What follows belongs to an exercise in optimizing a design on an open flow for small area; a production flow would make more cautious choices.
RTL that was checked went through simulation tests only; none was proved equivalent to the original.
Function not checked in runs 8 and 9: the RTL went through the layout flow alone.
No activity file was given, so power comes from the tool's default toggle rates.

`flow/config.mk`:
```
export PLATFORM = sky130hd
export DESIGN_NAME = top_UART
export DESIGN_NICKNAME = top_UART
export VERILOG_FILES = /design/flow/design.v
export SDC_FILE = /design/flow/constraint.sdc
export NUM_CORES = 4
export LEC_CHECK = 0
export ABC_AREA = 1
export CAP_MARGIN = 20
export CORE_MARGIN = 2
export CORE_UTILIZATION = 40
export SLEW_MARGIN = 20
```
`flow/constraint.sdc`:
```
create_clock -name core_clock -period 5.0 [get_ports {clk}]
set_input_delay 1.0000 -clock core_clock [delete_from_list [all_inputs] [get_ports {clk}]]
set_output_delay 1.0000 -clock core_clock [all_outputs]
set_load 0.01 [all_outputs]
```
`flow/design.v`:
```
`timescale 1ns / 1ps
module top_UART (
	input  clk,
	input  rst,
	input  [8-1:0] status,
	input  [8-1:0] ram_dout,
	input  rx,
	output tx,
	output reg ram_we,
	output reg [8-1:0] ram_din,
	output reg [16-1:0] ram_addr,
	output reg [8-1:0] command
);
localparam [2:0] R_IDLE = 3'd0, R_START = 3'd1, R_READ = 3'd2, R_STOP = 3'd3,
                 R_RECV = 3'd4, R_ERR = 3'd5, R_WAIT1 = 3'd6, R_WAIT2 = 3'd7;
reg [2:0] rs;        
reg [9:0] rc;        
reg [8:1] rsr;       
wire r_ev_half = rc == 10'b0110001110;    
wire r_ev_bit  = rc == 10'b1100011010;    
wire r_ev_bit1 = rc == 10'b1110001101;    
wire received = rs == R_RECV;
wire [7:0] rx_byte = rsr;
always @(posedge clk) begin
	if (rst)
		rs <= R_IDLE;
	else case (rs)
		R_IDLE:  if (!rx) rs <= R_START;
		R_START: if (r_ev_half) rs <= rx ? R_ERR : R_READ;
		R_READ:  if (r_ev_bit && rsr[1]) rs <= R_STOP;
		R_STOP:  if (r_ev_bit) rs <= rx ? R_RECV : R_ERR;
		R_RECV:  rs <= R_IDLE;
		R_ERR:   rs <= R_WAIT1;
		R_WAIT1: if (r_ev_bit) rs <= R_WAIT2;
		R_WAIT2: if (r_ev_bit1) rs <= R_IDLE;
	endcase
end
always @(posedge clk) begin
	if (rs == R_IDLE || rs == R_ERR || (rs == R_START && r_ev_half) ||
	    ((rs == R_READ || rs == R_STOP || rs == R_WAIT1) && r_ev_bit))
		rc <= 10'd0;
	else
		rc <= {rc[8:0], ~(rc[9] ^ rc[6])};
	if (rs == R_START)
		rsr <= 8'h80;
	else if (rs == R_READ && r_ev_bit)
		rsr <= {rx, rsr[8:2]};
end
localparam [3:0] T_IDLE = 4'd2, T_START = 4'd7;
reg [3:0] tp;
reg [9:0] tc;        
reg [7:0] tb;        
reg       t1;        
wire is_tx  = tp != T_IDLE;
wire t_ev   = tc == 10'b1100011010;       
assign tx = tp[3] ? tb[tp[2:0]] : tp != T_START;
always @(posedge clk) begin
	if (rst)
		tp <= T_IDLE;
	else if (!is_tx) begin
		if (t1) tp <= T_START;
	end else if (t_ev)
		tp <= tp + 1'b1;
	if (!is_tx || t_ev)
		tc <= 10'd0;
	else
		tc <= {tc[8:0], ~(tc[9] ^ tc[6])};
end
localparam [3:0] IDLE = 4'd0, CHK_HEAD = 4'd1, WR_COMMAND = 4'd2, SND_PKT = 4'd3,
                 SND_HEAD = 4'd4, TRANS = 4'd5, WR_MEMORY = 4'd6, RD_MEMORY = 4'd7,
                 CALC_LNA = 4'd8,    
                 SNT_LNA = 4'd12;    
localparam [1:0] H_C = 2'd0, H_S = 2'd1, H_W = 2'd3, H_R = 2'd2;
reg [3:0]  st;
reg [1:0]  hd;       
reg [31:0] la;       
wire [15:0] len  = la[31:16];
wire [15:0] addr = la[15:0];
wire        wr = st == WR_MEMORY;
reg  [15:0] diff, addr_inc;
reg         cy, c8, c8_r, zero_r;
integer     i;
always @(*) begin
	cy = wr;
	for (i = 0; i < 8; i = i + 1) begin
		diff[i] = ram_addr[i] ^ ~addr[i] ^ cy;
		cy = (ram_addr[i] & ~addr[i]) | (cy & (ram_addr[i] ^ ~addr[i]));
	end
	c8 = cy;
	cy = c8_r;
	for (i = 8; i < 16; i = i + 1) begin
		diff[i] = ram_addr[i] ^ ~addr[i] ^ cy;
		cy = (ram_addr[i] & ~addr[i]) | (cy & (ram_addr[i] ^ ~addr[i]));
	end
	cy = 1'b1;
	for (i = 0; i < 16; i = i + 1) begin
		addr_inc[i] = ram_addr[i] ^ cy;
		cy = cy & ram_addr[i];
	end
end
always @(posedge clk) begin
	c8_r <= c8;
	zero_r <= diff == len;
end
wire len_max = &len;
wire last = (!wr || ram_we) ? zero_r : len_max;
wire [7:0] head_byte = {3'b011, hd != H_C, 1'b0, hd == H_W, 1'b1, hd != H_R};
always @(posedge clk) begin
	if (rst) begin
		st <= IDLE;
		ram_we <= 1'b0;
		ram_addr <= 16'h0000;
		t1 <= 1'b0;
		ram_din <= 8'h00;
		command <= 8'h00;
	end else begin
		casez (st)
		IDLE: begin
			ram_we <= 1'b0;
			ram_addr <= 16'h0000;
			if (is_tx) t1 <= 1'b0;
			if (received && rx_byte == 8'h70) st <= CHK_HEAD;
		end
		CHK_HEAD: if (received) begin
			case (rx_byte)
			8'h63: begin hd <= H_C; st <= WR_COMMAND; end
			8'h73: begin hd <= H_S; st <= SND_PKT; end
			8'h77:  begin hd <= H_W; st <= CALC_LNA; end
			8'h72:  begin hd <= H_R; st <= CALC_LNA; end
			default:  st <= IDLE;
			endcase
		end
		WR_COMMAND: if (received) begin
			command <= rx_byte;
			st <= SND_PKT;
		end
		SND_PKT: begin
			if (is_tx) t1 <= 1'b0;
			else if (!t1) begin
				t1 <= 1'b1;
				tb <= 8'h70;
				st <= SND_HEAD;
			end
		end
		SND_HEAD: begin
			if (is_tx) t1 <= 1'b0;
			else if (!t1) begin
				t1 <= 1'b1;
				tb <= head_byte;
				st <= TRANS;
			end
		end
		TRANS: begin
			if (is_tx) t1 <= 1'b0;
			else if (hd[1]) begin
				st <= SNT_LNA;
				t1 <= 1'b0;
			end else if (!t1) begin
				tb <= hd[0] ? status : command;
				t1 <= 1'b1;
				st <= IDLE;
			end
		end
		4'b10??: if (received) begin     
			la <= {la[23:0], rx_byte};
			if (st[1:0] == 2'd3) begin
				ram_addr <= {la[7:0], rx_byte};
				st <= hd[0] ? WR_MEMORY : SND_PKT;
			end else
				st <= st + 1'b1;
		end
		4'b11??: begin                   
			if (is_tx) t1 <= 1'b0;
			else if (!t1) begin
				t1 <= 1'b1;
				tb <= la[31:24];
				la <= {la[23:0], la[31:24]};
				if (st[1:0] == 2'd3)
					st <= hd[0] ? IDLE : RD_MEMORY;
				else
					st <= st + 1'b1;
			end
		end
		RD_MEMORY: begin
			if (is_tx) t1 <= 1'b0;
			else if (!t1) begin
				if (!last) begin
					t1 <= 1'b1;
					tb <= ram_dout;
					ram_addr <= addr_inc;
				end else begin
					ram_addr <= 16'h0000;
					st <= IDLE;
				end
			end
		end
		WR_MEMORY: begin
			if (ram_we) ram_addr <= addr_inc;
			if (!last) begin
				if (received) begin
					ram_din <= rx_byte;
					ram_we <= 1'b1;
				end else
					ram_we <= 1'b0;
			end else begin
				ram_we <= 1'b0;
				ram_din <= 8'h00;
				st <= SND_PKT;
			end
		end
		endcase
	end
end
endmodule
```
`flow/flow/run.sh`:
```
#!/bin/bash
# Layout flow: the standard ORFS flow (standard.sh) with three changes:
#  - synthesis maps the logic with an area-oriented ABC script (abc_area.script
#    beside this file, used through ABC_AREA=1 from config.mk); registers and
#    everything else in synthesis are as in the standard flow;
#  - each port gets a sky130_fd_sc_hd__buf_1 as its port buffer;
#  - the clock tree is built from small clock buffers, without dummy loads.
# The ORFS scripts are used from a copy in the work folder that differs only
# in abc_area.script. All tool output goes to standard.log in the work folder.
set -euo pipefail
here=$(pwd)
rm -rf "$here/orfs_scripts"
cp -r "$FLOW_HOME/scripts" "$here/orfs_scripts"
cp "$here/flow/abc_area.script" "$here/orfs_scripts/abc_area.script"
export SCRIPTS_DIR="$here/orfs_scripts"
export BUFFER_PORTS_ARGS="-buffer_cell sky130_fd_sc_hd__buf_1"
export CTS_ARGS="-sink_clustering_enable -repair_clock_nets -buf_list sky130_fd_sc_hd__clkbuf_4 -root_buf sky130_fd_sc_hd__clkbuf_8 -dont_use_dummy_load"
bash standard.sh > standard.log 2>&1
```
`flow/flow/abc_area.script`:
```
strash
dch -f
map -a
strash
dch -f
map -a
amap
topo
```
`flow/standard.sh`:
```
#!/bin/bash
# synth_recipe.tcl (not shown) runs the flow's synth.tcl, then flattens the netlist and writes it again
# the make line also repeats each setting of config.mk as NAME=value (left out here)
make -C /OpenROAD-flow-scripts/flow DESIGN_CONFIG=/design/flow/config.mk WORK_HOME=/design/flow/orfs CLKGATE_MAP_FILE= SYNTH_SCRIPT=/design/flow/synth_recipe.tcl "${@:-finish}"
```
==> flow_metrics.tcl, run 1 <==
set metrics [dict create \
    yosys.area.top_type "dfxtp_1" \
    maxCapViolCount 0 \
    clock.fmax_mhz 211 \
    ys_seq_area_share_pct 49.3 \
    dieArea_mm2 0.0150 \
    clk_root_buffer_cell "clkbuf_8" \
    skew_ns 0.0357 \
    final_common_cell "nor2_1" \
    end_kind "flip-flop" \
    clk_pin_slew_ns 0.09 \
    drtPass1Iterations 7 \
    routabilityCongestion 0.947 \
    multi_input_area_mm2 0.00253 \
    nets 734 \
    wl_um 15700 \
    diodes 0 \
    final_cell_mix "nor2_1 (95), clkinv_1 (93), dfxtp_1 (75)" \
    route.detailed.drc 0 \
    viasPerCell 5.62 \
    ios 53 \
    h-tree-depth 4 \
    dp_hpwl_um 11500 \
    netlist.area_leader.share_pct 26.8 \
    track_usage_pct 22.0 \
    power.total_w 0.00211 \
    tns_ns 0 \
    placed_area_mm2 0.00616 \
    hold_violations 0 \
    ys_seq_elements 117 \
    final_cells 857 \
    stdcell_area_mm2 0.00633 \
    cts.sinks 117 \
    setup_viol 0 \
    p_leak_nw 2.11 \
    start_kind "flip-flop" \
    relSlewSlack_pct 27.3 \
    grt-ovfl-total 0 \
    die_height_um 122 \
    cts_tree "done" \
    dp_cells 840 \
    port_buffers 52 \
    start_util_pct 40.7 \
    die-width_um 122 \
    insertion_delay_ns 0.43 \
    drive_gt1_share_pct 7.09 \
    arrival_ns 5.07 \
    drtAntennaViolNets 0 \
    drtIter0Drc 423 \
    ff_latch_area_mm2 0.00276 \
    fin_crit_ns 4.73 \
    grt_first_pass_wirelength_um 24600 \
    core_area_mm2 0.0138 \
    vias 4819 \
    grt_max_degree 36 \
    critPathMaxFanout 2 \
    drv_slew 0 \
    wl_per_cell_um 18.4 \
    required_ns 5.34 \
    syn-cell-area_mm2 0.00560 \
    hold_path.class "flip-flop to flip-flop" \
    fillCellCount 1410 \
    p_per_area_mw_per_mm2 333 \
    synthCells 591 \
    cts_setup_buffers 0 \
    synth_fp_nets 646 \
    clock_path_buffers 2 \
    row_count 43 \
    status "finished clean" \
    ir_worst_vdd_uv 183 \
    worst_pin_slew_ns 1.08 \
    grt_pass1_vias 4470 \
    path_class "flip-flop to flip-flop" \
    yosys-top-cells-area "dfxtp_1 (27%), edfxtp_1 (23%), nor2_1 (6.4%)" \
    antenna_found_initial 0 \
    ys.warnings.count 1 \
    avgSynthCellArea_um2 9.48 \
    numCtsBuffers 17 \
    ys_types 40 \
    fin_crit_sh_pct 94.6 \
    syn_to_final_growth_pct 13.0 \
]
## Yosys cell counts (all sizes together)
cell type and number:
o21a 1, a211oi 7, edfxtp 42, o22ai 19, dfxtp 75, a22oi 28, nor2b 5, o221ai 8
o22a 2, xnor2 1, nor3 11, nand2 17, a32oi 1, nand4 12, a221oi 2, o41a 1
a311oi 1, nor4 9, ha 21, o31ai 1, nand3 6, a31oi 3, nor2 96, o21ai 37
fa 15, clkinv 95, o32a 1, a222oi 2, a21oi 43, a211o 3, o2111ai 2, a22o 5
a31o 1, o221a 5, o211ai 2, a41oi 1, a32o 1, or4 6, o32ai 1, o311ai 2
## worst paths after layout
check | from | end | slack [ns] | cells after the start
hold reg to reg | rc[4] | rc[5] | 0.42 | 2
setup reg to reg | st[0] | zero_r | 0.27 | 18
hold / removal | rc[4] | rc[5] | 0.42 | 2
setup / recovery | st[0] | zero_r | 0.27 | 18
## registers in the layout, indices dropped and copies added, names as in the netlist, 2 cells and up
| register | cells |
|---|---|
| ram_din | 8 |
| ram_addr | 16 |
| tb | 8 |
| rs | 3 |
| hd | 2 |
| tc | 10 |
| rc | 10 |
| command | 8 |
| la | 32 |
| tp | 4 |
| st | 4 |
| rsr | 8 |
## area by class of cell
type | instances | share of cell area [%]
Clock buffer | 17 | 2.11
Inverter | 95 | 5.67
Multi-Input combinational cell | 379 | 39.9
Sequential cell | 117 | 43.6
Timing Repair Buffer | 69 | 5.10
Tap cell | 180 | 3.56
## logic make-up after synthesis
group,count (synthesis),synth area share [%]
AND/OR/NAND/NOR,162,12.8
adder cells (fa/ha/maj),36,10.1
XOR/XNOR,1,0.156
flip-flops,117,49.3
AO/OA/AOI/OAI,180,21.3
buffers and inverters,95,6.37
## worst max-delay path, stage by stage (launching register included)
cell      delay [ns]
dfxtp_1         0.32
clkinv_1        0.06
ha_2            0.20
clkinv_2        0.08
nor2_4          0.10
clkinv_2        0.08
fa_2            0.34
fa_2            0.36
fa_2            0.37
fa_2            0.36
fa_2            0.35
fa_2            0.35
fa_1            0.36
clkinv_1        0.06
fa_1            0.42
nand2_1         0.08
o21ai_0         0.06
or4_1           0.44
nor4_2          0.27
## through the flow
stage | utilization [%] | setup WS [ns] | hold slack (ns)
after global routing | 46.0 | -0.00136 | 0.449
after global placement | 44.7 | -0.0280 | 0.412
final | 46.0 | 0.269 | 0.421
after detailed placement | 44.7 | -0.129 | 0.418
after floorplan | - | 0.0110 | 0.403
after CTS | 45.7 | 0.00363 | 0.425
## power breakdown
group / total (W) / internal [W] / switching [W]
registers: 0.00110 / 0.00105 / 0.0000518
clock network: 0.000466 / 0.000166 / 0.000300
logic: 0.000542 / 0.000182 / 0.000360
total: 0.00211 / 0.00140 / 0.000712
## metal layers
metal / GRT usage, % / vias to the layer above / part of all wire [%]
li1: - / 2332 / -
met1: 32.2 / 2299 / 49
met2: 31.9 / 166 / 44
met3: 4.97 / 22 / 5.9
met4: 7.76 / 0 / 1.8
met5: 0 / - / 0
## repair_timing
item | CTS | global route
endpoints found under the setup margin | 1 | 1
gates resized for setup | 3 | 6
pin swaps | 1 | 2
hold buffers | 0 | 0
==> inputs of run 2 (changes only) <==
--- a/flow/design.v
+++ b/flow/design.v
@@ -80,6 +80,6 @@
 reg  [15:0] diff, addr_inc;
-reg         cy, c8, c8_r, zero_r;
+reg         cy, c8, c8_r, zero_r, wr_r;
 integer     i;
 always @(*) begin
-	cy = wr;
+	cy = wr_r;
 	for (i = 0; i < 8; i = i + 1) begin
@@ -101,2 +101,3 @@
 always @(posedge clk) begin
+	wr_r <= wr;
 	c8_r <= c8;
==> flow_metrics.tcl, run 2 <==
set metrics [dict create \
    antenna_found_initial 0 \
    synth_edf_count 42 \
    hold_path.class "flip-flop to flip-flop" \
    rsz0062_at_grt "yes" \
    grt_max_degree 34 \
    start_util_pct 40.9 \
    synth_fp_nets 663 \
    clk_root_buffer_cell "clkbuf_8" \
    hold_depth 2 \
    r2r_cells 14 \
    skew_ns 0.0245 \
    reg.largest.list "la: 32 flops, ram_addr: 16 flops" \
    yosys-top-cells-area "dfxtp_1 (27%), edfxtp_1 (22%), nor2_1 (7.0%)" \
    ys.flop_type "dfxtp_1" \
    numCtsBuffers 17 \
    nets 745 \
    drive_gt1_share_pct 5.96 \
    synth_most_common_cell "nor2_1" \
    cts.sinks 118 \
    worst_pin_slew_ns 0.899 \
    viasPerCell 5.62 \
    dp_hpwl_um 11200 \
    ios 53 \
    h-tree-depth 4 \
    insertion_delay_ns 0.41 \
    setup_viol 0 \
    synthArstFlopShare_pct 0 \
    syn_to_final_growth_pct 11.9 \
    ys_seq_area_share_pct 49.2 \
    vias 4874 \
    largest_register "la" \
    p_per_area_mw_per_mm2 299 \
    ys_seq_elements 118 \
    cts_tree "done" \
    ir_worst_vdd_uv 216 \
    clk_pin_slew_ns 0.10 \
    yosys.area.top_type "dfxtp_1" \
    core_area_mm2 0.0138 \
    drtIter0Drc 401 \
    yosys-top-cells-count "nor2_1 (106), clkinv_1 (89), dfxtp_1 (76)" \
    route.detailed.drc 0 \
    arrival_ns 5.16 \
    dpl_worst_slack_ns -0.297 \
    drv_slew 0 \
    clock_path_buffers 2 \
    port_buffers 52 \
    hold_violations 0 \
    routabilityCongestion 0.963 \
    drtAntennaViolNets 0 \
    rrSetupSlack_ns 0.16 \
    fin_crit_ns 4.84 \
    stdcell_area_mm2 0.00633 \
    p_leak_nw 2.09 \
    final_common_cell "nor2_1" \
    synthCells 608 \
    required_ns 5.31 \
    ys_types 40 \
    final_cells 868 \
    placed_area_mm2 0.00616 \
    netlist.area_leader.share_pct 26.9 \
    final_cell_mix "nor2_1 (106), clkinv_1 (88), dfxtp_1 (75)" \
    critPathMaxFanout 2 \
    fin_crit_sh_pct 96.9 \
    status "finished clean" \
    maxCapViolCount 0 \
    drtPass1Iterations 8 \
    ys.warnings.count 1 \
    diodes 0 \
    die-width_um 123 \
    fillCellCount 1359 \
    relSlewSlack_pct 39.4 \
    layout_setup_ws_ns 0.157 \
    grt_first_pass_wirelength_um 24100 \
    fin_util_pct 45.8 \
    end_kind "flip-flop" \
    die_height_um 123 \
    grt_pass1_vias 4679 \
    dieArea_mm2 0.0151 \
    start_kind "flip-flop" \
    grt-ovfl-total 0 \
    dp_cells 850 \
    avgSynthCellArea_um2 9.30 \
    largest_reg_flops 32 \
    syn-cell-area_mm2 0.00565 \
    path_class "flip-flop to flip-flop" \
    wl_per_cell_um 17.4 \
    row_count 43 \
    wl_um 15100 \
    clock.fmax_mhz 206 \
    track_usage_pct 21.2 \
]
[run 2: metal layers]
metal	vias up	part of all wire, %	global-route usage (%)
li1	2371	-	-
met1	2280	44	28.1
met2	193	46	32.5
met3	30	7.4	5.76
met4	0	2.5	9.41
met5	-	0	0
[run 2: per-stage QoR]
stage	power, W	hold slack [ns]	TNS (ns)
after CTS	0.00190	0.434	0
after global routing	0.00199	0.457	-0.0410
after global placement	0.00143	0.411	-0.0757
after detailed placement	0.00144	0.415	-0.297
after floorplan	0.00135	0.403	0
final	0.00189	0.432	0
[run 2: critical path, cell delays in order, from the launching register on]
cell       delay [ns]
edfxtp_1         0.42
fa_2             0.38
fa_2             0.35
fa_2             0.35
fa_2             0.36
fa_2             0.35
fa_2             0.36
fa_2             0.34
clkinv_1         0.06
fa_1             0.18
o22ai_1          0.08
or4_1            0.49
or4_1            0.40
or4_1            0.42
a2111oi_2        0.21
[run 2: final cells by class]
cell class,count,area (um2),share of cell area [%]
repair buffers,63,278,4.39
clock buffers,17,134,2.12
inverters,89,335,5.30
multi-input cells,401,2570,40.6
well taps,180,225,3.56
flip-flops and latches,118,2780,44.0
[run 2: power breakdown]
group / leakage, nW / internal [W] / switching, W
registers: 0.993 / 0.00103 / 0.0000460
logic: 1.02 / 0.000108 / 0.000241
clock network: 0.0808 / 0.000166 / 0.000295
total: 2.09 / 0.00131 / 0.000582
[run 2: worst paths after layout]
kind         startpoint      to
min reg2reg       tc[1]   tc[2]
max               la[0]  zero_r
min               tc[1]   tc[2]
max reg2reg       la[0]  zero_r
[run 2: kinds of logic (layout without fill, tap and decap cells)]
logic type                 after synthesis  after routing  share of synthesized area [%]
and+or+nand+nor                        183            183                           14.4
adders and majority gates               36             36                           9.96
DFF                                    118            118                           49.2
buffers and inverters                   89            169                           5.91
xor gates and xnor gates                 1              1                          0.155
AOI/OAI and AO/OA                      181            181                           20.3
[run 2: timing repair]
action                                  CTS  global route
setup buffers                             1             0
hold buffers                              0             0
resized for setup                         6             5
endpoints found under the hold margin     0             0
endpoints found under the setup margin    1             1
==> inputs of run 3 (changes only) <==
==> flow/flow/abc_area.script (replaced) <==
strash
dch -f
map -a
strash
dch -f
amap
topo
==> flow_metrics.tcl, run 3 <==
set metrics [dict create \
    status "finished clean" \
    ys_types 39 \
    final_cell_mix "nor2_1 (108), clkinv_1 (90), dfxtp_1 (76)" \
    power.share.combinational_pct 30.3 \
    port_buffers 52 \
    cts.sinks 118 \
    drive_gt1_share_pct 4.12 \
    routabilityCongestion 0.937 \
    synth_fp_nets 660 \
    skew_ns 0.0330 \
    syn-cell-area_mm2 0.00563 \
    post_cts_resized 0 \
    ios 53 \
    largest_register "la" \
    netlist.area_leader.share_pct 27.0 \
    routed-wl-met3_um 768 \
    p_per_area_mw_per_mm2 380 \
    clock_path_buffers 2 \
    tns_ns 0 \
    drtIter0Drc 405 \
    fillCellCount 1368 \
    ys.warnings.count 1 \
    grt-ovfl-total 0 \
    synthArstFlopShare_pct 0 \
    maxCapViolCount 0 \
    reg.largest.list "la: 32 flops, ram_addr: 16 flops" \
    ir_worst_vdd_uv 232 \
    h-tree-depth 4 \
    route.detailed.drc 0 \
    grt_max_degree 39 \
    row_count 43 \
    numCtsBuffers 17 \
    synth_most_common_cell "nor2_1" \
    largest_reg_flops 32 \
    wl_um 15300 \
    start_kind "flip-flop" \
    clock.fmax_mhz 207 \
    grt_pass1_vias 4624 \
    r2r-end "zero_r" \
    rsz0062_at_grt "no" \
    hold_start "tc[5]" \
    die_height_um 123 \
    pwr-share-seq_pct 49.5 \
    final_common_cell "nor2_1" \
    track_usage_pct 21.6 \
    switchingPower_w 0.000891 \
    grt_first_pass_wirelength_um 24400 \
    path_class "flip-flop to flip-flop" \
    wl_per_cell_um 17.8 \
    cts_setup_buffers 0 \
    wl_met2_um 7250 \
    clkPwrFrac_pct 20.1 \
    placed_area_mm2 0.00611 \
    relSlewSlack_pct 43.1 \
    rrSetupSlack_ns 0.18 \
    vias 4770 \
    ff_latch_area_mm2 0.00278 \
    ctsHoldBuffers 0 \
    holdPathEnd "tc[6]" \
    switching_share_pct 37.4 \
    ys_seq_elements 118 \
    synthCells 605 \
    nets 737 \
    fin_crit_ns 4.82 \
    r2r_cells 14 \
    r2r-start "ram_addr[0]" \
    viasPerCell 5.55 \
    fin_crit_sh_pct 96.4 \
    drtAntennaViolNets 0 \
    clk_pin_slew_ns 0.10 \
    multi_input_area_mm2 0.00254 \
    synth_edf_count 42 \
    avgSynthCellArea_um2 9.30 \
    syn_to_final_growth_pct 11.3 \
    stdcell_area_mm2 0.00626 \
    core_area_mm2 0.0138 \
    ys.flop_type "dfxtp_1" \
    worst_pin_slew_ns 0.854 \
    yosys-top-cells-count "nor2_1 (108), clkinv_1 (90), dfxtp_1 (76)" \
    intPower_w 0.00149 \
    clk_root_buffer_cell "clkbuf_8" \
    drv_slew 0 \
    diodes 0 \
    fin_util_pct 45.3 \
    setup_viol 0 \
    wl_met1_um 7030 \
    yosys.area.top_type "dfxtp_1" \
    critPathMaxFanout 4 \
    hold_depth 2 \
    hold_path.class "flip-flop to flip-flop" \
    routed.top_layer "met4" \
    dieArea_mm2 0.0150 \
    p_leak_nw 2.10 \
    dp_hpwl_um 11100 \
    required_ns 5.33 \
    end_kind "flip-flop" \
    hold_violations 0 \
    antenna_found_initial 0 \
    arrival_ns 5.15 \
    insertion_delay_ns 0.43 \
    yosys-top-cells-area "dfxtp_1 (27%), edfxtp_1 (22%), nor2_1 (7.2%)" \
    die-width_um 123 \
    start_util_pct 40.7 \
    cts_tree "done" \
    drtPass1Iterations 5 \
    ys_seq_area_share_pct 49.5 \
]
## run 3: cell count changes after synthesis, sizes merged, moves of 3 or more
cell	previous run	this run
a221oi	3	11
nand4	10	7
a211oi	3	8
nor3	7	13
a2111oi	2	5
o2111ai	8	1
a21oi	58	48
o21ai	42	32
nand2	20	29
## run 3: logic make-up (layout without fill, tap and decap cells)
kind of cell	count (synthesis)	count (layout)	share of synthesized area, %
compound gates	166	166	19.3
xor+xnor	1	1	0.156
buf+inv	90	165	6.00
fa+ha+maj	36	36	10.0
flops	118	118	49.5
simple gates	194	194	15.1
## run 3: power groups by stage
stage / Combinational [W] / Clock, W / Sequential (W)
3_5_place_dp: 0.000708 / 0 / 0.00120
5_1_grt: 0.000810 / 0.000525 / 0.00119
4_1_cts: 0.000711 / 0.000489 / 0.00118
3_3_place_gp: 0.000694 / 0 / 0.00120
6_report: 0.000722 / 0.000479 / 0.00118
2_1_floorplan: 0.000504 / 0 / 0.00118
## run 3: how the worst max path moves through the flow
| stage | from | end | cells after the start |
|---|---|---|---|
| 6_report | ram_addr[0] | zero_r | 14 |
| 5_1_grt | ram_addr[0] | zero_r | 14 |
| 4_1_cts | ram_addr[0] | zero_r | 14 |
| 3_5_place_dp | ram_addr[0] | zero_r | 14 |
| 3_3_place_gp | ram_addr[0] | zero_r | 14 |
| 2_1_floorplan | rst | la[0] | 1 |
## run 3: cell type report
class	count	area share, %
repair buffers	58	3.86
well taps	180	3.60
multi-input cells	397	40.6
inverters	90	5.39
flip-flops and latches	118	44.4
clock buffers	17	2.14
## run 3: metal layers
layer  vias to the layer above  GRT usage (%)
met5                         -              0
met4                         0           7.04
met3                        21           5.34
met2                       112           35.2
met1                      2291           28.1
li1                       2346              -
## run 3: worst max-delay path: stages, from the launching register on
cell      delay [ns]
dfxtp_1         0.40
clkinv_1        0.14
fa_1            0.44
fa_1            0.40
fa_1            0.40
fa_1            0.41
fa_1            0.39
fa_1            0.39
fa_1            0.38
clkinv_1        0.07
fa_1            0.42
nand2_1         0.08
o21ai_0         0.06
or4_1           0.46
nor4_1          0.28
## run 3: through the flow
step | instances | power [W] | hold WS, ns | worst slack, ns
finish | 860 | 0.00238 | 0.419 | 0.179
CTS | 860 | 0.00238 | 0.421 | 0.194
global placement | 843 | 0.00189 | 0.415 | 0.320
detailed placement | 843 | 0.00191 | 0.411 | 0.267
global route | 860 | 0.00253 | 0.438 | 0.00672
floorplan | 605 | 0.00168 | 0.403 | 0.282
==> inputs of run 4 (changes only) <==
--- a/flow/flow/run.sh
+++ b/flow/flow/run.sh
@@ -16,3 +16,3 @@
 export BUFFER_PORTS_ARGS="-buffer_cell sky130_fd_sc_hd__buf_1"
-export CTS_ARGS="-sink_clustering_enable -repair_clock_nets -buf_list sky130_fd_sc_hd__clkbuf_4 -root_buf sky130_fd_sc_hd__clkbuf_8 -dont_use_dummy_load"
+export CTS_ARGS="-sink_clustering_enable -repair_clock_nets -buf_list sky130_fd_sc_hd__clkbuf_8 -root_buf sky130_fd_sc_hd__clkbuf_8 -sink_clustering_size 24 -dont_use_dummy_load"
 bash standard.sh > standard.log 2>&1
==> flow_metrics.tcl, run 4 <==
set metrics [dict create \
    status "finished clean" \
    hold_path.class "flip-flop to flip-flop" \
    yosys-top-cells-area "dfxtp_1 (27%), edfxtp_1 (22%), nor2_1 (7.2%)" \
    tns_ns 0 \
    r2r-start "ram_addr[0]" \
    synth_most_common_cell "nor2_1" \
    final_cell_mix "nor2_1 (108), clkinv_1 (90), dfxtp_1 (76)" \
    r2r-end "zero_r" \
    netlist.area_leader.share_pct 27.0 \
    largest_reg_flops 32 \
    skew_ns 0.0214 \
    hold_depth 2 \
    track_usage_pct 21.6 \
    grt_max_degree 39 \
    ios 53 \
    critPathMaxFanout 4 \
    route.detailed.drc 0 \
    drtAntennaViolNets 0 \
    insertion_delay_ns 0.44 \
    row_count 43 \
    power.total_w 0.00253 \
    cts.sinks 118 \
    grt_first_pass_wirelength_um 24400 \
    start_util_pct 40.7 \
    r2r_cells 14 \
    largest_register "la" \
    drtIter0Drc 353 \
    ctsHoldBuffers 0 \
    yosys.area.top_type "dfxtp_1" \
    wl_per_cell_um 17.8 \
    die_height_um 123 \
    syn-cell-area_mm2 0.00563 \
    dieArea_mm2 0.0150 \
    grt-ovfl-total 0 \
    cts_setup_buffers 0 \
    clk_root_buffer_cell "clkbuf_8" \
    arrival_ns 5.16 \
    p_leak_nw 2.14 \
    wl_um 15300 \
    p_per_area_mw_per_mm2 397 \
    clock.fmax_mhz 207 \
    dp_hpwl_um 11100 \
    end_kind "flip-flop" \
    stdcell_area_mm2 0.00636 \
    rrSetupSlack_ns 0.18 \
    diodes 0 \
    viasPerCell 5.57 \
    rsz0062_at_grt "no" \
    ys.warnings.count 1 \
    fin_crit_sh_pct 96.4 \
    required_ns 5.34 \
    ys_seq_area_share_pct 49.5 \
    hold_violations 0 \
    maxCapViolCount 0 \
    relSlewSlack_pct 42.7 \
    fin_crit_ns 4.82 \
    start_kind "flip-flop" \
    post_cts_resized 0 \
    nets 737 \
    port_buffers 52 \
    avgSynthCellArea_um2 9.30 \
    synthArstFlopShare_pct 0 \
    setup_viol 0 \
    numCtsBuffers 17 \
    synth_fp_nets 660 \
    ys_seq_elements 118 \
    reg.largest.list "la: 32 flops, ram_addr: 16 flops" \
    final_common_cell "nor2_1" \
    path_class "flip-flop to flip-flop" \
    yosys-top-cells-count "nor2_1 (108), clkinv_1 (90), dfxtp_1 (76)" \
    antenna_found_initial 0 \
    routabilityCongestion 0.937 \
    placed_area_mm2 0.00611 \
    worst_pin_slew_ns 0.859 \
    vias 4786 \
    holdPathEnd "tc[6]" \
    syn_to_final_growth_pct 13.1 \
    cts_tree "done" \
    clk_pin_slew_ns 0.07 \
    synthCells 605 \
    clock_path_buffers 2 \
    hold_start "tc[5]" \
    drive_gt1_share_pct 4.12 \
    core_area_mm2 0.0138 \
    ir_worst_vdd_uv 251 \
    grt_pass1_vias 4638 \
    drtPass1Iterations 5 \
    synth_edf_count 42 \
    h-tree-depth 4 \
    die-width_um 123 \
    ys_types 39 \
    ys.flop_type "dfxtp_1" \
    drv_slew 0 \
]
## run 4: power breakdown
group | switching (W) | total (W) | internal [W]
sequential | 0.0000774 | 0.00118 | 0.00110
clock | 0.000329 | 0.000627 | 0.000298
combinational | 0.000500 | 0.000722 | 0.000222
## run 4: worst max path at each step
stage               slack [ns]         from     end
floorplan                 0.28          rst   la[0]
finish                    0.18  ram_addr[0]  zero_r
CTS                       0.20  ram_addr[0]  zero_r
global placement          0.32  ram_addr[0]  zero_r
global route              0.02  ram_addr[0]  zero_r
detailed placement        0.27  ram_addr[0]  zero_r
## run 4: layout make-up
cell class | count | area [um2]
Timing Repair Buffer | 58 | 241
Inverter | 90 | 338
Multi-Input combinational cell | 397 | 2540
Tap cell | 180 | 225
Fill cell | 1360 | 7460
Clock buffer | 17 | 234
Sequential cell | 118 | 2780
## run 4: logic make-up after synthesis
logic type                 synth area share, %
and+or+nand+nor                           15.1
xor gates and xnor gates                 0.156
AOI/OAI and AO/OA                         19.3
DFF                                       49.5
adders and majority gates                 10.0
buffers and inverters                     6.00
## run 4: per-stage QoR
step	hold slack, ns	worst slack (ns)	std cells	util, %
2_1_floorplan	0.403	0.282	605	-
3_5_place_dp	0.411	0.267	843	44.2
4_1_cts	0.418	0.202	860	45.9
6_report	0.416	0.179	860	46.0
5_1_grt	0.435	0.0229	860	46.0
3_3_place_gp	0.415	0.320	843	44.2
## run 4: critical path: stages (launching register included)
cell      delay [ns]
dfxtp_1         0.39
clkinv_1        0.14
fa_1            0.44
fa_1            0.40
fa_1            0.40
fa_1            0.41
fa_1            0.39
fa_1            0.39
fa_1            0.38
clkinv_1        0.07
fa_1            0.42
nand2_1         0.08
o21ai_0         0.06
or4_1           0.46
nor4_1          0.28
## run 4: layer usage
metal | routed length (um) | track usage (%)
met5 | 0 | 0
met2 | 7180 | 34.8
met1 | 6910 | 27.9
met4 | 365 | 8.12
met3 | 855 | 5.62
==> inputs of run 5 (changes only) <==
--- a/flow/design.v
+++ b/flow/design.v
@@ -68,4 +68,4 @@
 end
-localparam [3:0] IDLE = 4'd0, CHK_HEAD = 4'd1, WR_COMMAND = 4'd2, SND_PKT = 4'd3,
-                 SND_HEAD = 4'd4, TRANS = 4'd5, WR_MEMORY = 4'd6, RD_MEMORY = 4'd7,
+localparam [3:0] IDLE = 4'd2, CHK_HEAD = 4'd5, WR_COMMAND = 4'd1, SND_PKT = 4'd7,
+                 SND_HEAD = 4'd0, TRANS = 4'd4, WR_MEMORY = 4'd3, RD_MEMORY = 4'd6,
                  CALC_LNA = 4'd8,    
--- a/flow/flow/run.sh
+++ b/flow/flow/run.sh
@@ -16,3 +16,3 @@
 export BUFFER_PORTS_ARGS="-buffer_cell sky130_fd_sc_hd__buf_1"
-export CTS_ARGS="-sink_clustering_enable -repair_clock_nets -buf_list sky130_fd_sc_hd__clkbuf_8 -root_buf sky130_fd_sc_hd__clkbuf_8 -sink_clustering_size 24 -dont_use_dummy_load"
+export CTS_ARGS="-sink_clustering_enable -repair_clock_nets -buf_list sky130_fd_sc_hd__clkbuf_4 -root_buf sky130_fd_sc_hd__clkbuf_8 -dont_use_dummy_load"
 bash standard.sh > standard.log 2>&1
--- a/flow/config.mk
+++ b/flow/config.mk
@@ -10,3 +10,3 @@
 export CORE_MARGIN = 2
-export CORE_UTILIZATION = 40
+export CORE_UTILIZATION = 45
 export SLEW_MARGIN = 20
==> flow_metrics.tcl, run 5 <==
set metrics [dict create \
    die-width_um 115 \
    route.detailed.drc 0 \
    dpl_worst_slack_ns -0.139 \
    track_usage_pct 23.3 \
    numCtsBuffers 17 \
    switchingPower_w 0.000927 \
    ir_worst_vdd_uv 184 \
    insertion_delay_ns 0.42 \
    routabilityCongestion 0.920 \
    clock.fmax_mhz 204 \
    end_kind "flip-flop" \
    ff_latch_area_mm2 0.00279 \
    r2r-start "ram_addr[0]" \
    critPathMaxFanout 2 \
    fillCellCount 1147 \
    rrSetupSlack_ns 0.09 \
    antenna_found_initial 0 \
    yosys.area.top_type "dfxtp_1" \
    r2r-end "zero_r" \
    worst_pin_slew_ns 0.958 \
    final_common_cell "nor2_1" \
    ios 53 \
    ys_seq_elements 118 \
    wl_per_cell_um 18.1 \
    start_kind "flip-flop" \
    largest_register "la" \
    synth_edf_count 42 \
    core_area_mm2 0.0120 \
    fin_crit_ns 4.91 \
    synth_fp_nets 631 \
    cp-endpoint "zero_r" \
    dp_hpwl_um 10700 \
    grt_pass1_vias 4387 \
    hold_depth 2 \
    yosys-top-cells-count "nor2_1 (99), clkinv_1 (79), dfxtp_1 (76)" \
    rsz0062_at_grt "yes" \
    ys_seq_area_share_pct 50.5 \
    ctsHoldBuffers 0 \
    fin_util_pct 51.5 \
    arrival_ns 5.23 \
    cts_tree "done" \
    wl_um 14600 \
    clock_path_buffers 2 \
    grt-ovfl-total 0 \
    clkPwrFrac_pct 19.0 \
    skew_ns 0.0291 \
    r2r_cells 16 \
    multi_input_area_mm2 0.00249 \
    vias 4711 \
    drtAntennaViolNets 0 \
    required_ns 5.33 \
    ys.warnings.count 1 \
    nets 712 \
    diodes 0 \
    netlist.area_leader.share_pct 27.6 \
    drtIter0Drc 336 \
    reg.largest.list "la: 32 flops, ram_addr: 16 flops" \
    path_class "flip-flop to flip-flop" \
    fin_crit_sh_pct 98.2 \
    maxCapViolCount 0 \
    yosys-top-cells-area "dfxtp_1 (28%), edfxtp_1 (23%), nor2_1 (6.7%)" \
    final_cells 807 \
    drive_gt1_share_pct 6.21 \
    pwr-share-seq_pct 47.9 \
    synthArstFlopShare_pct 0 \
    syn-cell-area_mm2 0.00551 \
    port_buffers 52 \
    ys_types 36 \
    ys.flop_type "dfxtp_1" \
    drv_slew 0 \
    layout_setup_ws_ns 0.0912 \
    viasPerCell 5.84 \
    hold_violations 0 \
    h-tree-depth 4 \
    dieArea_mm2 0.0132 \
    hold_path.class "flip-flop to flip-flop" \
    final_cell_mix "nor2_1 (99), clkinv_1 (78), dfxtp_1 (75)" \
    die_height_um 115 \
    clk_pin_slew_ns 0.09 \
    grt_max_degree 36 \
    start_util_pct 46.1 \
    grt_first_pass_wirelength_um 22900 \
    p_leak_nw 2.04 \
    drtPass1Iterations 7 \
    syn_to_final_growth_pct 11.7 \
    clk_root_buffer_cell "clkbuf_8" \
    p_per_area_mw_per_mm2 395 \
    power.share.combinational_pct 33.1 \
    setup_viol 0 \
    relSlewSlack_pct 35.5 \
    status "finished clean" \
    worstSetupStartpoint "ram_addr[0]" \
    dp_cells 789 \
    avgSynthCellArea_um2 9.49 \
    intPower_w 0.00150 \
    row_count 40 \
    switching_share_pct 38.1 \
    cts.sinks 118 \
    synthCells 581 \
    largest_reg_flops 32 \
    synth_most_common_cell "nor2_1" \
]
==> run 5: changes by cell type after synthesis, sizes merged, moves of 6 or more <==
cell and change:
a22oi +9, nor2 -9, clkinv -11, nor2b +6
a21oi -6, nand3 -7
==> run 5: metrics by stage <==
stage	total power, W	cell area [um2]	hold slack [ns]	setup TNS (ns)
6_report	0.00243	6160	0.432	0
4_1_cts	0.00243	6120	0.429	0
5_1_grt	0.00260	6160	0.452	-0.0618
3_5_place_dp	0.00197	5980	0.415	-0.139
2_1_floorplan	0.00171	5520	0.404	0
3_3_place_gp	0.00195	5980	0.412	-0.0404
==> run 5: final cells by class <==
class | instances | share of cell area (%)
inverter | 79 | 4.83
tap | 147 | 2.99
timing repair buffer | 62 | 4.39
multi-input combinational | 384 | 40.4
clock buffer | 17 | 2.17
sequential | 118 | 45.2
==> run 5: kinds of logic (layout without fill, tap and decap cells) <==
logic type                 Yosys count  in the layout  synth area share [%]
AOI/OAI and AO/OA                  169            169                  20.3
adders and majority gates           31             31                  9.08
buffers and inverters               79            158                  5.38
DFF                                118            118                  50.5
and+or+nand+nor                    184            184                  14.8
==> run 5: power groups by stage <==
| stage | clock [W] | sequential (W) | combinational, W |
|---|---|---|---|
| after CTS | 0.000479 | 0.00116 | 0.000792 |
| after floorplan | 0 | 0.00117 | 0.000548 |
| after global placement | 0 | 0.00118 | 0.000768 |
| after detailed placement | 0 | 0.00118 | 0.000787 |
| after global routing | 0.000518 | 0.00118 | 0.000908 |
| final | 0.000461 | 0.00116 | 0.000804 |
==> run 5: worst max-delay path: stages, from the launching register on <==
cell and delay (ns):
dfxtp_4 0.35, clkinv_2 0.07, fa_2 0.39, fa_2 0.35
fa_2 0.35, fa_2 0.36, fa_2 0.35, fa_2 0.34
fa_1 0.37, clkinv_1 0.06, fa_1 0.40, clkinv_1 0.06
o21ai_0 0.06, or4_1 0.38, or4_1 0.40, or4_4 0.42
nor3_2 0.11
==> run 5: what timing repair did <==
action | in CTS | in global routing
endpoints found under the setup margin | 1 | 1
buffers inserted | 0 | 1
pin swaps | 0 | 1
gates resized for setup | 3 | 4
==> run 5: layer usage <==
layer	global-route usage (%)	share of wire, %
met1	32.6	47
met2	34.8	45
met3	5.61	6.7
met4	9.02	1.9
met5	0	0
==> run 5: worst min path at each step <==
stage / startpoint / endpoint / slack (ns)
2_1_floorplan: tc[3] / tc[4] / 0.40
4_1_cts: tc[8] / tc[9] / 0.43
5_1_grt: tc[8] / tc[9] / 0.45
3_5_place_dp: tc[8] / tc[9] / 0.42
6_report: tc[8] / tc[9] / 0.43
3_3_place_gp: tc[8] / tc[9] / 0.41
==> inputs of run 6 (changes only) <==
--- a/flow/config.mk
+++ b/flow/config.mk
@@ -10,3 +10,4 @@
 export CORE_MARGIN = 2
-export CORE_UTILIZATION = 45
+export CORE_UTILIZATION = 40
+export GPL_TIMING_DRIVEN = 0
 export SLEW_MARGIN = 20
==> flow_metrics.tcl, run 6 <==
set metrics [dict create \
    core_area_mm2 0.0133 \
    placed_area_mm2 0.00600 \
    clk_root_buffer_cell "clkbuf_8" \
    ys_seq_elements 118 \
    routabilityCongestion 0.937 \
    ys_types 36 \
    ys_seq_area_share_pct 50.5 \
    arrival_ns 5.25 \
    fin_crit_ns 4.92 \
    drtIter0Drc 399 \
    ys.warnings.count 1 \
    diodes 0 \
    clk_pin_slew_ns 0.10 \
    cp_common_cell "fa_2" \
    reg.largest.list "la: 32 flops, ram_addr: 16 flops" \
    hold_violations 0 \
    die_height_um 121 \
    end_kind "flip-flop" \
    avgSynthCellArea_um2 9.49 \
    final_cell_mix "nor2_1 (98), clkinv_1 (78), dfxtp_1 (75)" \
    fin_crit_sh_pct 98.4 \
    cpMaxStageDelayCell "edfxtp_1" \
    wl_per_cell_um 17.1 \
    clock.fmax_mhz 203 \
    critPathMaxFanout 2 \
    h-tree-depth 4 \
    route.detailed.drc 0 \
    synth_most_common_cell "nor2_1" \
    syn_to_final_growth_pct 12.2 \
    numCtsBuffers 17 \
    start_util_pct 41.3 \
    hold_path.class "flip-flop to flip-flop" \
    ctsHoldBuffers 0 \
    synthCells 581 \
    skew_ns 0.0241 \
    cts.sinks 118 \
    drv_slew 0 \
    ir_worst_vdd_uv 194 \
    drtPass1Iterations 5 \
    final_common_cell "nor2_1" \
    synthArstFlopShare_pct 0 \
    synth_edf_count 42 \
    p_per_area_mw_per_mm2 389 \
    status "finished clean" \
    p_leak_nw 2.03 \
    viasPerCell 5.67 \
    largest_register "la" \
    crit_family "adder cells" \
    critPathBufInv 2 \
    grt_pass1_vias 4406 \
    antenna_found_initial 0 \
    clock_path_buffers 2 \
    drive_gt1_share_pct 6.12 \
    yosys-top-cells-count "nor2_1 (99), clkinv_1 (79), dfxtp_1 (76)" \
    path_class "flip-flop to flip-flop" \
    dp_hpwl_um 10600 \
    track_usage_pct 20.4 \
    netlist.area_leader.share_pct 27.6 \
    ios 53 \
    yosys-top-cells-area "dfxtp_1 (28%), edfxtp_1 (23%), nor2_1 (6.7%)" \
    die-width_um 121 \
    largest_reg_flops 32 \
    start_kind "flip-flop" \
    vias 4707 \
    worst_pin_slew_ns 1.02 \
    dieArea_mm2 0.0147 \
    syn-cell-area_mm2 0.00551 \
    maxCapViolCount 0 \
    ys.flop_type "dfxtp_1" \
    wl_um 14200 \
    insertion_delay_ns 0.41 \
    tns_ns 0 \
    required_ns 5.33 \
    setup_viol 0 \
    grt_max_degree 37 \
    rsz0062_at_grt "yes" \
    grt_first_pass_wirelength_um 22800 \
    relSlewSlack_pct 31.2 \
    slowest_delay_ns 0.43 \
    path_cells "fa_2, fa_2, fa_2, fa_2, fa_2, fa_2, fa_2, clkinv_1, fa_1, clkinv_1, o21ai_0, or4_1, or4_1, or4_4, nor3_2" \
    yosys.area.top_type "dfxtp_1" \
    grt-ovfl-total 0 \
    row_count 42 \
    stdcell_area_mm2 0.00618 \
    synth_fp_nets 631 \
    port_buffers 52 \
    cts_tree "done" \
    drtAntennaViolNets 0 \
    nets 706 \
]
==> run 6: final timing paths <==
check / startpoint / end / slack [ns] / cells after the start
worst max-delay path: la[0] / zero_r / 0.08 / 15
worst min-delay path: tc[1] / tc[2] / 0.42 / 2
worst max register to register: la[0] / zero_r / 0.08 / 15
worst min register to register: tc[1] / tc[2] / 0.42 / 2
==> run 6: cell families (layout without fill, tap and decap cells) <==
group,Yosys count,in the layout,share of synthesized area [%]
and+or+nand+nor,184,184,14.8
AOI/OAI and AO/OA,169,169,20.3
DFF,118,118,50.5
buffers and inverters,79,152,5.38
adders and majority gates,31,31,9.08
==> run 6: layout make-up <==
| type | instances | area, um2 |
|---|---|---|
| Fill cell | 1332 | 7160 |
| Sequential cell | 118 | 2790 |
| Clock buffer | 17 | 134 |
| Multi-Input combinational cell | 384 | 2500 |
| Tap cell | 176 | 220 |
| Timing Repair Buffer | 56 | 244 |
| Inverter | 79 | 299 |
==> run 6: layer usage <==
layer,wire [um],vias up,track usage [%]
li1,-,2273,-
met3,858,23,5.26
met1,6740,2242,28.7
met5,0,-,0
met4,267,0,7.33
met2,6370,169,30.4
==> run 6: report_power, final <==
part	switching (W)	internal, W
Combinational	0.000551	0.000229
Sequential	0.0000783	0.00109
Clock	0.000294	0.000166
==> run 6: through the flow <==
step | setup WS [ns] | util (%) | hold slack, ns | std cells | total power [W]
5_1_grt | -0.101 | 46.3 | 0.459 | 830 | 0.00257
3_3_place_gp | -1.06 | 44.5 | 0.414 | 809 | 0.00190
3_5_place_dp | -0.280 | 45.0 | 0.420 | 811 | 0.00194
4_1_cts | 0.00810 | 46.2 | 0.425 | 829 | 0.00241
2_1_floorplan | 0.0346 | - | 0.404 | 581 | 0.00171
6_report | 0.0798 | 46.3 | 0.423 | 830 | 0.00241
==> run 6: tightest hold or removal path: stages (launching register included) <==
cell and delay, ns:
dfxtp_1 0.31, clkinv_1 0.05, nor2_1 0.04
==> run 6: repair_timing <==
action / 4_1_cts / 5_1_grt
endpoints found under the setup margin: 1 / 1
resized for setup: 6 / 3
pin swaps: 0 / 0
setup buffers: 1 / 1
==> inputs of run 7 (changes only) <==
--- a/flow/config.mk
+++ b/flow/config.mk
@@ -11,3 +11,2 @@
 export CORE_UTILIZATION = 40
-export GPL_TIMING_DRIVEN = 0
 export SLEW_MARGIN = 20
==> flow_metrics.tcl, run 7 <==
set metrics [dict create \
    clk_root_buffer_cell "clkbuf_8" \
    largest_reg_flops 32 \
    wl_um 14200 \
    ys_seq_area_share_pct 50.5 \
    dp_hpwl_um 10700 \
    final_cells 834 \
    p_leak_nw 2.03 \
    port_buffers 52 \
    yosys.area.top_type "dfxtp_1" \
    yosys-top-cells-count "nor2_1 (99), clkinv_1 (79), dfxtp_1 (76)" \
    route.detailed.drc 0 \
    dp_cells 817 \
    clock.fmax_mhz 204 \
    synthArstFlopShare_pct 0 \
    grt_first_pass_wirelength_um 22800 \
    fin_crit_sh_pct 98.0 \
    h-tree-depth 4 \
    dieArea_mm2 0.0147 \
    path_cells "fa_2, fa_2, fa_2, fa_2, fa_2, fa_2, fa_2, clkinv_1, fa_1, clkinv_1, o21ai_0, or4_1, or4_1, or4_4, nor3_2" \
    multi_input_area_mm2 0.00249 \
    syn-cell-area_mm2 0.00551 \
    start_kind "flip-flop" \
    ios 53 \
    die-width_um 121 \
    hold_violations 0 \
    maxCapViolCount 0 \
    pwr-share-seq_pct 48.3 \
    routabilityCongestion 0.934 \
    ys.warnings.count 1 \
    fin_crit_ns 4.90 \
    ys.flop_type "dfxtp_1" \
    hold_depth 2 \
    status "finished clean" \
    rsz0062_at_grt "yes" \
    row_count 42 \
    yosys-top-cells-area "dfxtp_1 (28%), edfxtp_1 (23%), nor2_1 (6.7%)" \
    grt_max_degree 33 \
    drtAntennaViolNets 0 \
    r2r_cells 15 \
    start_util_pct 41.3 \
    die_height_um 121 \
    clock_path_buffers 2 \
    wl_per_cell_um 17.1 \
    vias 4670 \
    clkPwrFrac_pct 19.0 \
    synth_fp_nets 631 \
    hold_path.class "flip-flop to flip-flop" \
    netlist.area_leader.share_pct 27.6 \
    crit_family "adder cells" \
    slowest_delay_ns 0.43 \
    required_ns 5.33 \
    switching_share_pct 37.9 \
    grt_use_met2_pct 29.4 \
    synthCells 581 \
    power.total_w 0.00242 \
    drv_slew 0 \
    numCtsBuffers 17 \
    power.share.combinational_pct 32.7 \
    drive_gt1_share_pct 6.08 \
    ir_worst_vdd_uv 184 \
    clk_pin_slew_ns 0.10 \
    ys_seq_elements 118 \
    switchingPower_w 0.000915 \
    core_area_mm2 0.0133 \
    drtIter0Drc 438 \
    antenna_found_initial 0 \
    critPathBufInv 2 \
    largest_register "la" \
    path_class "flip-flop to flip-flop" \
    grt_use_met3_pct 4.18 \
    p_per_area_mw_per_mm2 391 \
    grt-ovfl-total 0 \
    fillCellCount 1353 \
    diodes 0 \
    cts.sinks 118 \
    critPathMaxFanout 2 \
    ctsHoldBuffers 0 \
    setup_viol 0 \
    skew_ns 0.0392 \
    avgSynthCellArea_um2 9.49 \
    path_depth 15 \
    reg.largest.list "la: 32 flops, ram_addr: 16 flops" \
    intPower_w 0.00150 \
    cp_common_cell "fa_2" \
    cpMaxStageDelayCell "edfxtp_1" \
    ys_types 36 \
    worst_pin_slew_ns 0.924 \
    finalHoldWorstSlack_ns 0.429 \
    drtPass1Iterations 5 \
    synth_edf_count 42 \
    viasPerCell 5.60 \
    insertion_delay_ns 0.42 \
    synth_most_common_cell "nor2_1" \
    nets 710 \
    cts_tree "done" \
    relSlewSlack_pct 37.8 \
    gr-max-usage-layer "met1" \
    syn_to_final_growth_pct 12.2 \
    final_common_cell "nor2_1" \
    final_cell_mix "nor2_1 (99), clkinv_1 (78), dfxtp_1 (75)" \
    grt_pass1_vias 4405 \
    arrival_ns 5.23 \
    ff_latch_area_mm2 0.00279 \
    use_met1_pct 30.0 \
    end_kind "flip-flop" \
    track_usage_pct 20.4 \
]
==> run 7: per-stage QoR <==
step / area, um2 / worst slack (ns) / utilization (%) / TNS, ns
after floorplan: 5520 / 0.0346 / - / 0
after global placement: 6010 / -0.0572 / 45.0 / -0.0572
after detailed placement: 6020 / -0.158 / 45.1 / -0.158
after CTS: 6170 / 0.0425 / 46.3 / 0
after global routing: 6180 / -0.0171 / 46.3 / -0.0171
final: 6180 / 0.102 / 46.3 / 0
==> run 7: worst min-delay path: cells and delay by family (launching register included) <==
family                 cells  cell delay, ns
buffers and inverters      1            0.05
DFF                        1            0.31
and+or+nand+nor            1            0.03
==> run 7: kinds of logic (layout without fill, tap and decap cells) <==
logic type               after synthesis  after routing  synth area share, %
AND/OR/NAND/NOR                      184            184                 14.8
AO/OA/AOI/OAI                        169            169                 20.3
flip-flops                           118            118                 50.5
buffers and inverters                 79            156                 5.38
adder cells (fa/ha/maj)               31             31                 9.08
==> run 7: layout make-up <==
cell class	instances	area share (%)
sequential	118	45.1
inverter	79	4.82
timing repair buffer	60	4.13
tap	176	3.56
clock buffer	17	2.17
multi-input combinational	384	40.3
==> run 7: layer usage <==
metal,share of wire [%],vias to the layer above
met2,44,164
met4,1.9,0
met1,47,2208
li1,-,2275
met3,7.3,23
met5,0,-
==> run 7: worst paths after layout <==
check             endpoint   from  slack (ns)
setup reg to reg    zero_r  la[0]        0.10
setup / recovery    zero_r  la[0]        0.10
hold reg to reg      tc[9]  tc[8]        0.43
hold / removal       tc[9]  tc[8]        0.43
==> run 7: power groups by stage <==
stage / logic (W) / clock network (W) / registers [W]
2_1_floorplan: 0.000548 / 0 / 0.00117
3_3_place_gp: 0.000756 / 0 / 0.00118
3_5_place_dp: 0.000774 / 0 / 0.00119
4_1_cts: 0.000777 / 0.000474 / 0.00116
5_1_grt: 0.000891 / 0.000515 / 0.00118
6_report: 0.000791 / 0.000459 / 0.00117
==> run 7: what timing repair did <==
item / 4_1_cts / 5_1_grt
pin swaps: 0 / 1
setup endpoints to repair: 1 / 1
resized for setup: 7 / 1
setup buffers: 0 / 0
endpoints found under the hold margin: 0 / 0
==> inputs of run 8 (changes only) <==
--- a/flow/design.v
+++ b/flow/design.v
@@ -79,2 +79,6 @@
 wire        wr = st == WR_MEMORY;
+wire        rd_go = st == RD_MEMORY && !is_tx && !t1;    
+wire        addr_step;                                   
+wire        addr_zero;                                   
+wire        addr_load = st == CALC_LNA + 4'd3 && received;
 reg  [15:0] diff, addr_inc;
@@ -94,3 +98,3 @@
 	end
-	cy = 1'b1;
+	cy = addr_step;
 	for (i = 0; i < 16; i = i + 1) begin
@@ -107,2 +111,12 @@
 wire last = (!wr || ram_we) ? zero_r : len_max;
+assign addr_step = (rd_go && !last) || (wr && ram_we);
+assign addr_zero = st == IDLE || (rd_go && last);
+always @(posedge clk) begin
+	if (rst || addr_zero)
+		ram_addr <= 16'h0000;
+	else if (addr_load)
+		ram_addr <= {la[7:0], rx_byte};
+	else
+		ram_addr <= addr_inc;
+end
 wire [7:0] head_byte = {3'b011, hd != H_C, 1'b0, hd == H_W, 1'b1, hd != H_R};
@@ -112,3 +126,2 @@
 		ram_we <= 1'b0;
-		ram_addr <= 16'h0000;
 		t1 <= 1'b0;
@@ -120,3 +133,2 @@
 			ram_we <= 1'b0;
-			ram_addr <= 16'h0000;
 			if (is_tx) t1 <= 1'b0;
@@ -167,3 +179,2 @@
 			if (st[1:0] == 2'd3) begin
-				ram_addr <= {la[7:0], rx_byte};
 				st <= hd[0] ? WR_MEMORY : SND_PKT;
@@ -190,5 +201,3 @@
 					tb <= ram_dout;
-					ram_addr <= addr_inc;
 				end else begin
-					ram_addr <= 16'h0000;
 					st <= IDLE;
@@ -198,3 +207,2 @@
 		WR_MEMORY: begin
-			if (ram_we) ram_addr <= addr_inc;
 			if (!last) begin
==> flow_metrics.tcl, run 8 <==
set metrics [dict create \
    status "finished clean" \
    insertion_delay_ns 0.44 \
    ys.flop_type "dfxtp_1" \
    yosys-top-cells-count "clkinv_1 (88), nor2_1 (83), dfxtp_1 (76)" \
    row_count 42 \
    synth_most_common_cell "clkinv_1" \
    ys_types 35 \
    synth_fp_nets 599 \
    drtAntennaViolNets 0 \
    maxCapViolCount 0 \
    arrival_ns 5.18 \
    core_area_mm2 0.0132 \
    antenna_found_initial 0 \
    worst_pin_slew_ns 0.995 \
    wl_per_cell_um 17.0 \
    placed_area_mm2 0.00603 \
    diodes 0 \
    drv_slew 0 \
    netlist.area_leader.share_pct 28.3 \
    ios 53 \
    largest_register "la" \
    grt_pass1_vias 4345 \
    critPathMaxFanout 3 \
    end_kind "flip-flop" \
    clock.fmax_mhz 207 \
    dp_hpwl_um 10700 \
    finalHoldWorstSlack_ns 0.410 \
    r2r-start "ram_addr[0]" \
    synthCells 548 \
    fin_crit_sh_pct 96.6 \
    grt_first_pass_wirelength_um 22400 \
    start_kind "flip-flop" \
    path_class "flip-flop to flip-flop" \
    wl_um 14000 \
    grt_max_degree 33 \
    track_usage_pct 20.4 \
    critPathBufInv 2 \
    drive_gt1_share_pct 9.13 \
    port_buffers 52 \
    ir_worst_vdd_uv 241 \
    relSlewSlack_pct 33.1 \
    dpl_worst_slack_ns -0.0182 \
    fin_crit_ns 4.83 \
    layout_setup_ws_ns 0.172 \
    clock_path_buffers 2 \
    ctsHoldBuffers 0 \
    ys_seq_area_share_pct 51.7 \
    dieArea_mm2 0.0144 \
    path_cells "clkinv_1, fa_1, fa_1, fa_2, fa_1, fa_1, fa_1, fa_1, clkinv_1, fa_1, nor2_1, a21oi_1, or4_1, a2111oi_4" \
    crit_family "adder cells" \
    reg.largest.list "la: 32 flops, ram_addr: 16 flops" \
    synthArstFlopShare_pct 0 \
    yosys-top-cells-area "dfxtp_1 (28%), edfxtp_1 (23%), clkinv_1 (6.1%)" \
    power.total_w 0.00246 \
    hold_start "tc[1]" \
    skew_ns 0.0604 \
    cts_tree "done" \
    drtPass1Iterations 5 \
    route.detailed.drc 0 \
    nets 699 \
    avgSynthCellArea_um2 9.82 \
    cp_common_cell "fa_1" \
    ys_seq_elements 118 \
    final_cell_mix "clkinv_1 (88), nor2_1 (81), dfxtp_1 (75)" \
    clk_pin_slew_ns 0.12 \
    die_height_um 120 \
    slowest_delay_ns 0.57 \
    yosys.area.top_type "dfxtp_1" \
    start_util_pct 40.8 \
    synth_edf_count 42 \
    final_common_cell "clkinv_1" \
    rrSetupSlack_ns 0.17 \
    p_leak_nw 2.11 \
    drtIter0Drc 335 \
    required_ns 5.35 \
    hold_path.class "flip-flop to flip-flop" \
    clk_root_buffer_cell "clkbuf_8" \
    grt-ovfl-total 0 \
    hold_violations 0 \
    cts.sinks 118 \
    rsz0062_at_grt "no" \
    setup_viol 0 \
    syn-cell-area_mm2 0.00538 \
    p_per_area_mw_per_mm2 395 \
    stdcell_area_mm2 0.00622 \
    syn_to_final_growth_pct 15.6 \
    largest_reg_flops 32 \
    numCtsBuffers 17 \
    worstSetupStartpoint "ram_addr[0]" \
    fillCellCount 1276 \
    routabilityCongestion 0.952 \
    vias 4556 \
    die-width_um 120 \
    viasPerCell 5.54 \
    cpMaxStageDelayCell "or4_1" \
    ys.warnings.count 1 \
    h-tree-depth 4 \
]
==> run 8: cell count changes in the layout (fill, tap and decap cells not counted), moves of 8 or more <==
cell,delta
a22oi_1,-9
clkinv_1,+10
nor2_1,-18
o21ai_0,-10
a21oi_1,-18
buf_4,+21
o22ai_1,+8
==> run 8: metal layers <==
| metal | up-vias | track usage [%] | wire length, um |
|---|---|---|---|
| met5 | - | 0 | 0 |
| met4 | 0 | 8.90 | 378 |
| met3 | 27 | 5.13 | 880 |
| met2 | 164 | 30.8 | 6350 |
| met1 | 2170 | 27.8 | 6350 |
| li1 | 2195 | - | - |
==> run 8: logic make-up after synthesis <==
kind of cell,count (synthesis),synth area share (%)
and+or+nand+nor,161,13.4
AOI/OAI and AO/OA,148,19.1
DFF,118,51.7
buffers and inverters,88,6.14
adders and majority gates,32,9.54
xor gates and xnor gates,1,0.163
==> run 8: layout make-up <==
type                       instances  area, um2  share of cell area, %
tap                              176        220                   3.54
timing repair buffer              81        413                   6.64
sequential                       118       2780                   44.8
inverter                          88        330                   5.31
clock buffer                      17        134                   2.15
multi-input combinational        342       2340                   37.6
==> run 8: worst register-to-register path: cells and delay by family, from the launching register on <==
family,cells,cell delay [ns]
simple gates,2,0.70
flops,1,0.35
compound gates,2,0.35
buf+inv,2,0.15
fa+ha+maj,8,3.21
==> run 8: timing repair <==
action	4_1_cts	5_1_grt
setup endpoints to repair	1	3
gates resized for setup	2	12
buffers inserted	0	1
==> run 8: power by group <==
part | switching, W | total (W) | leakage, nW | internal, W
clock | 0.000290 | 0.000455 | 0.0808 | 0.000166
sequential | 0.0000712 | 0.00118 | 0.997 | 0.00111
combinational | 0.000518 | 0.000827 | 1.04 | 0.000308
==> run 8: path summary, 6_finish.rpt <==
check,cells past startpoint,end
max reg2reg,14,zero_r
max,14,zero_r
min reg2reg,2,tc[2]
min,2,tc[2]
==> run 8: through the flow <==
stage          utilization (%)  cells  TNS, ns
2_1_floorplan                -    548        0
3_3_place_gp              45.7    804        0
3_5_place_dp              45.7    804  -0.0182
4_1_cts                   46.8    821        0
5_1_grt                   47.2    822        0
6_report                  47.2    822        0
==> inputs of run 9 (changes only) <==
--- a/flow/design.v
+++ b/flow/design.v
@@ -84,3 +84,3 @@
 reg  [15:0] diff, addr_inc;
-reg         cy, c8, c8_r, zero_r, wr_r;
+reg         cy, c8, c8_r, zero_lo_r, zero_hi_r, wr_r;
 integer     i;
@@ -107,6 +107,7 @@
 	c8_r <= c8;
-	zero_r <= diff == len;
+	zero_lo_r <= diff[7:0] == len[7:0];
+	zero_hi_r <= diff[15:8] == len[15:8];
 end
 wire len_max = &len;
-wire last = (!wr || ram_we) ? zero_r : len_max;
+wire last = (!wr || ram_we) ? zero_lo_r && zero_hi_r : len_max;
 assign addr_step = (rd_go && !last) || (wr && ram_we);
--- a/flow/config.mk
+++ b/flow/config.mk
@@ -11,2 +11,3 @@
 export CORE_UTILIZATION = 40
+export GPL_TIMING_DRIVEN = 0
 export SLEW_MARGIN = 20
==> flow_metrics.tcl, run 9 <==
set metrics [dict create \
    netlist.area_leader.share_pct 28.5 \
    ys_seq_elements 119 \
    clock_path_buffers 2 \
    ff_latch_area_mm2 0.00280 \
    synthCells 566 \
    grt_first_pass_wirelength_um 22100 \
    intPower_w 0.00155 \
    antenna_found_initial 0 \
    fin_crit_sh_pct 96.7 \
    ys_types 35 \
    track_usage_pct 19.9 \
    pwr-share-seq_pct 50.0 \
    clock.fmax_mhz 207 \
    start_util_pct 40.8 \
    drv_slew 0 \
    critPathBufInv 1 \
    clk_root_buffer_cell "clkbuf_8" \
    die-width_um 120 \
    p_leak_nw 2.06 \
    nets 702 \
    viasPerCell 5.51 \
    status "finished clean" \
    r2r-end "ram_addr[15]" \
    relSlewSlack_pct 25.2 \
    insertion_delay_ns 0.41 \
    largest_register "la" \
    start_kind "flip-flop" \
    cp_common_cell "ha_2" \
    port_buffers 52 \
    drtPass1Iterations 5 \
    wl_um 13700 \
    grt_pass1_vias 4308 \
    ys.warnings.count 1 \
    r2r_cells 26 \
    skew_ns 0.0333 \
    numCtsBuffers 17 \
    hold_depth 2 \
    tns_ns 0 \
    dp_cells 800 \
    wl_per_cell_um 16.6 \
    cts_tree "done" \
    routabilityCongestion 0.900 \
    yosys-top-cells-area "dfxtp_1 (28%), edfxtp_1 (23%), nor2_1 (6.2%)" \
    vias 4549 \
    final_cell_mix "nor2_1 (87), clkinv_1 (77), dfxtp_1 (76)" \
    drtIter0Drc 351 \
    power.share.combinational_pct 31.2 \
    synthArstFlopShare_pct 0 \
    required_ns 5.30 \
    p_per_area_mw_per_mm2 391 \
    syn_to_final_growth_pct 14.7 \
    drive_gt1_share_pct 9.86 \
    dieArea_mm2 0.0145 \
    die_height_um 120 \
    hold_path.class "flip-flop to flip-flop" \
    setup_viol 0 \
    synth_most_common_cell "nor2_1" \
    drtAntennaViolNets 0 \
    ys_seq_area_share_pct 51.8 \
    ios 53 \
    avgSynthCellArea_um2 9.56 \
    maxCapViolCount 0 \
    h-tree-depth 4 \
    synth_fp_nets 617 \
    ctsHoldBuffers 0 \
    row_count 42 \
    r2r-start "la[28]" \
    dp_hpwl_um 10300 \
    ir_worst_vdd_uv 207 \
    power.total_w 0.00243 \
    final_cells 825 \
]
[run 9: cell types whose count changed in the layout (fill, tap and decap cells not counted), moves of 10 or more]
cell	before	now
o21ai_0	19	32
buf_4	29	11
clkinv_1	88	77
a221oi_1	14	4
a21oi_1	23	35
ha_1	17	7
[run 9: power by group through the flow]
stage	Clock [W]	Combinational [W]	Sequential, W
after floorplan	0	0.000542	0.00121
after global placement	0	0.000693	0.00123
after detailed placement	0	0.000734	0.00123
after CTS	0.000473	0.000744	0.00121
after global routing	0.000515	0.000854	0.00123
final	0.000457	0.000756	0.00121
[run 9: stage by stage]
stage | instance area [um2] | util (%) | setup WS (ns)
after floorplan | 5420 | - | 0.0770
after CTS | 6130 | 46.3 | 0.00346
after detailed placement | 5910 | 44.6 | -0.644
after global placement | 5830 | 44.0 | -0.651
final | 6200 | 46.8 | 0.165
after global routing | 6200 | 46.8 | -0.0214
[run 9: cell families (layout without fill, tap and decap cells)]
kind of cell | count (synthesis) | after routing | share of synthesized area, %
AND/OR/NAND/NOR | 168 | 168 | 13.4
AO/OA/AOI/OAI | 161 | 161 | 19.3
flip-flops | 119 | 119 | 51.8
buffers and inverters | 86 | 169 | 5.97
adder cells (fa/ha/maj) | 32 | 32 | 9.48
[run 9: worst max-delay path by stage]
stage	cells after the start	end	slack (ns)	startpoint
floorplan	26	ram_addr[15]	0.08	la[26]
global placement	26	ram_addr[15]	-0.65	la[26]
detailed placement	26	ram_addr[15]	-0.64	la[26]
CTS	26	ram_addr[15]	0.003	la[26]
global route	26	ram_addr[15]	-0.02	la[28]
finish	26	ram_addr[15]	0.16	la[28]
[run 9: worst register-to-register path, delay by kind of cell (launching register included)]
kind | cells | cell delay [ns]
buf+inv | 1 | 0.09
compound gates | 4 | 0.57
fa+ha+maj | 15 | 2.63
flops | 1 | 0.40
simple gates | 6 | 1.02
[run 9: what timing repair did]
item / 4_1_cts / 5_1_grt
gates resized for setup: 17 / 16
hold endpoints to repair: 0 / 0
endpoints found under the setup margin: 5 / 3
pin swaps: 4 / 8
buffers inserted: 5 / 3
gates cloned: 0 / 0
[run 9: cell type report]
type                            instances  area share (%)
Sequential cell                       119            45.2
Multi-Input combinational cell        361            38.7
Inverter                               86            5.43
Timing Repair Buffer                   66            4.94
Tap cell                              176            3.55
Clock buffer                           17            2.16
[run 9: layer usage]
metal	part of all wire (%)	global-route usage, %	routed length (um)	up-vias
met5	0	0	0	-
met4	1.6	7.19	215	0
met3	7.7	5.33	1060	17
met2	43	29.4	5960	154
met1	47	28.1	6480	2153
li1	-	-	-	2225

Setup slack of run 9, layout unchanged: 0.165 ns with ideal ports, 0.165 ns with driving cells assumed (clock clkbuf_16, inputs buf_2), 0.165 ns with port delays also shifted by the 0.429 ns mid clock arrival.
